This is an optimization exercise on Yosys and OpenROAD, whose aim is small area, not a production implementation.
The RTL was checked by simulation tests, not by an equivalence proof against the original design.

Setup of run 1:
## gm
module gm(
    input wire clk_1mhz, input wire rst,
    input wire [10:0] btn_in,
    output wire piezo_out,
    output wire [7:0] led_out,
    output wire [7:0] seg_out,
    output wire [7:0] seg_arr_out,
    output wire [7:0] seg_sel_out,
    output wire servo_out,
    output wire [3:0] led_red_out,
    output wire [3:0] led_green_out,
    output wire [3:0] led_blue_out,
    output wire [7:0] lcd_data,
    output wire lcd_rs,
    output wire lcd_rw,
    output wire lcd_en
);
reg        gsm_trig;
reg [3:0]  gsm_flag;
reg        snd_trig;
reg [2:0]  snd_mode;
wire       gsm_done, gsm_sec_posedge, gsm_running, gsm_hsu, gsm_st_chg;
wire [2:0] tA;
wire [3:0] tB;
wire [2:0] gsm_state;
wire [1:0] gsm_stage, gsm_lives;
wire       sc3, hs3;
wire [3:0] sc2, sc1, sc0, hs2, hs1, hs0, bs0;
wire [1:0] bs1;
gsm gsm_inst(
    .clk_1mhz(clk_1mhz), .rst(rst),
    .flag(gsm_flag), .trig(gsm_trig),
  ...
Size: ~1,200 cells after synthesis, about 70 I/O pins.
export LEC_CHECK = 0
export ABC_AREA = 1
export CAP_MARGIN = 20
export CORE_MARGIN = 2
export CORE_UTILIZATION = 80
export SLEW_MARGIN = 20
create_clock -name core_clock -period 25.0 [get_ports {clk_1mhz}]
standard.sh (not shown) runs the stock make flow with config.mk's settings and CLKGATE_MAP_FILE= SYNTH_SCRIPT=/design/flow/synth_recipe.tcl, a recipe that flattens the netlist after the stock synthesis.
==> flow/flow/run.sh <==
#!/bin/bash
# Own layout flow: the standard ORFS flow, with
#  - the standard synthesis script, only ABC's mapping script swapped (flow/abc_map.script)
#  - port buffers of the smallest buffer cell
#  - clock tree without dummy loads
#  - no adder-cell mapping before ABC (extra.mk: ADDER_MAP_FILE empty)
# Every tool's output goes to a log in this folder (and ORFS's own logs under orfs/logs).
set -euo pipefail
W=$(pwd)
F=$W/flow

# synthesis: synth_recipe.tcl unchanged, with abc's -script argument replaced
cat > $W/own_synth.tcl <<EOT
proc abc {args} {
  set i [lsearch -exact \$args -script]
  if {\$i >= 0} { lset args [expr {\$i + 1}] {$F/abc_map.script} }
  yosys abc {*}\$args
}
source {$W/synth_recipe.tcl}
EOT

# extra settings on top of the standard flow's config.mk
cp $W/config.mk $W/own_config.mk
cat $F/extra.mk >> $W/own_config.mk

sed -e "s#SYNTH_SCRIPT=[^ ]*synth_recipe.tcl#SYNTH_SCRIPT=$W/own_synth.tcl#" \
    -e "s#DESIGN_CONFIG=[^ ]*config.mk#DESIGN_CONFIG=$W/own_config.mk#" \
    $W/standard.sh > $W/own_standard.sh
grep -q own_synth.tcl $W/own_standard.sh
grep -q own_config.mk $W/own_standard.sh

bash $W/own_standard.sh > $W/own_flow.log 2>&1
==> flow/flow/abc_map.script <==
strash
&get -n
&deepsyn -T 150
&put
dch -f
amap
topo
==> flow/flow/extra.mk <==
export BUFFER_PORTS_ARGS = -buffer_cell sky130_fd_sc_hd__buf_1
export CTS_ARGS = -sink_clustering_enable -repair_clock_nets -dont_use_dummy_load -buf_list "sky130_fd_sc_hd__clkbuf_16" -sink_clustering_size 24 -sink_clustering_max_diameter 100
export ADDER_MAP_FILE =
Run 1 reached the end of the flow, and the finished layout is clean on the timing, DRC and antenna checks.
The inputs of run 2 differ from those of run 1 as listed below.
==> flow/flow/extra.mk <==
export BUFFER_PORTS_ARGS = -buffer_cell sky130_fd_sc_hd__buf_1
export CTS_ARGS = -sink_clustering_enable -repair_clock_nets -dont_use_dummy_load -buf_list "sky130_fd_sc_hd__clkbuf_8" -sink_clustering_size 12 -sink_clustering_max_diameter 100
export ADDER_MAP_FILE =
==> comparison <==
Pre-CTS worst setup slack delta (run 2 -> run 1): insignificant. ~same utilization in run 2 and run 1. Higher vias after detailed routing among run 2 and run 1: run 2. Summary: with run 1 as the reference, maximum operating frequency in run 2 moved down slightly.
## Diff of input files: run 3 against run 2
==> flow/flow/abc_map.script <==
strash
&get -n
&deepsyn -T 300
&put
dch -f
amap
topo
==> comparison <==
Looking at total instance count after detailed placement, run 3 sits below run 2. Proportion of layout cells with a drive suffix above 1: run 3 vs run 2, no meaningful difference. [diff] post-route minimum period, run 3 relative to run 2: regression. Setup slack: run 3 less than run 2. Run 2 has higher instance count of the mapped netlist than run 3. Going from run 2 to run 3, number of non-clock inverters has decreased, non-clock buffer count has decreased, slew at the pin with the worst max-slew slack has increased. Diff run 2 -> run 3: part of the cycle the worst path needs rose 0.79 points, critical path depth went up 2.


Setup of the baseline:
Another version of the RTL of gm (not shown whole).
Size in the first run: about 1400 cells after synthesis, ~210 flip-flops, ~70 I/O pins, roughly 12000 µm² of cells after synthesis.
==> flow/config.mk <==
export PLATFORM = sky130hd
export DESIGN_NAME = gm
export DESIGN_NICKNAME = gm
export VERILOG_FILES = /design/flow/design.v
export SDC_FILE = /design/flow/constraint.sdc
export NUM_CORES = 4
export LEC_CHECK = 0
export ABC_AREA = 1
export CAP_MARGIN = 20
export CORE_MARGIN = 2
export CORE_UTILIZATION = 80
export SLEW_MARGIN = 20
==> flow/constraint.sdc <==
create_clock -name core_clock -period 25.0 [get_ports {clk_1mhz}]
set_input_delay 5.0000 -clock core_clock [delete_from_list [all_inputs] [get_ports {clk_1mhz}]]
set_output_delay 5.0000 -clock core_clock [all_outputs]
set_load 0.01 [all_outputs]
==> flow/flow/run.sh <==
#!/bin/bash
# Own layout flow: the standard ORFS flow, with
#  - the standard synthesis script, only ABC's mapping script swapped (flow/abc_map.script)
#  - port buffers of the smallest buffer cell
#  - clock tree without dummy loads
# Every tool's output goes to a log in this folder (and ORFS's own logs under orfs/logs).
set -euo pipefail
W=$(pwd)
F=$W/flow

# synthesis: synth_recipe.tcl unchanged, with abc's -script argument replaced
cat > $W/own_synth.tcl <<EOT
proc abc {args} {
  set i [lsearch -exact \$args -script]
  if {\$i >= 0} { lset args [expr {\$i + 1}] {$F/abc_map.script} }
  yosys abc {*}\$args
}
source {$W/synth_recipe.tcl}
EOT

# extra settings on top of the standard flow's config.mk
cp $W/config.mk $W/own_config.mk
cat $F/extra.mk >> $W/own_config.mk

sed -e "s#SYNTH_SCRIPT=[^ ]*synth_recipe.tcl#SYNTH_SCRIPT=$W/own_synth.tcl#" \
    -e "s#DESIGN_CONFIG=[^ ]*config.mk#DESIGN_CONFIG=$W/own_config.mk#" \
    $W/standard.sh > $W/own_standard.sh
grep -q own_synth.tcl $W/own_standard.sh
grep -q own_config.mk $W/own_standard.sh

bash $W/own_standard.sh > $W/own_flow.log 2>&1
==> flow/flow/abc_map.script <==
strash
&get -n
&deepsyn -T 60
&put
dch -f
amap
topo
==> flow/flow/extra.mk <==
export BUFFER_PORTS_ARGS = -buffer_cell sky130_fd_sc_hd__buf_1
export CTS_ARGS = -sink_clustering_enable -repair_clock_nets -dont_use_dummy_load -buf_list "sky130_fd_sc_hd__clkbuf_8" -sink_clustering_size 18 -sink_clustering_max_diameter 120
## Diff of input files: the candidate against the baseline
==> flow/flow/extra.mk <==
export BUFFER_PORTS_ARGS = -buffer_cell sky130_fd_sc_hd__buf_1
export CTS_ARGS = -sink_clustering_enable -repair_clock_nets -dont_use_dummy_load -buf_list "sky130_fd_sc_hd__clkbuf_8" -sink_clustering_size 16 -sink_clustering_max_diameter 120
[summary]
The candidate | stages: all done | timing, DRC, antenna: all pass
The baseline closes out successfully: all stages finished, all timing, DRC and antenna checks passed.
Switching part of the total delta (the baseline -> the candidate): insignificant
[compare] base=the baseline new=the candidate: register clock-pin slew on the reported worst setup and hold paths barely changed; setup slack climbed 0.057 ns.

## re-timing with driven ports
The results above use ideal ports. As a check the final layouts listed here were re-extracted and re-timed, cells and wires unchanged.
Step 1 sets driving cells, clkbuf_16 on the clock port and buf_2 on the other inputs (assumed; they add their load-dependent delay and slew).
Step 2 moves the port delays by t, midway between the first and last clock arrival at a register: inputs arrive t later, outputs are due t later. That takes back most of the time a late clock gives input paths.
Three values: ideal ports, drivers, drivers and shift; two values: the first two.
run | shift t [ns] | slack for setup (ns) | hold WS [ns] | worst setup path at the end | worst data-port slew with drivers (ns)
run 1 | 0.500 | 16.740 / 16.697 / 17.197 | 0.342 / 0.342 / 0.342 | register to output | 0.04
run 2 | 0.550 | 16.659 / 16.621 / 17.171 | 0.333 / 0.333 / 0.333 | register to output | 0.05
run 3 | 0.558 | 16.461 / 16.423 / 16.981 | 0.349 / 0.349 / 0.349 | register to output | 0.04
the baseline | 0.539 | 16.417 / 16.375 / 16.914 | 0.342 / 0.342 / 0.342 | register to output | 0.04
the candidate | 0.536 | 16.474 / 16.434 / 16.969 | 0.335 / 0.335 / 0.335 | register to output | 0.04
After both steps setup and hold are still met in every run listed.
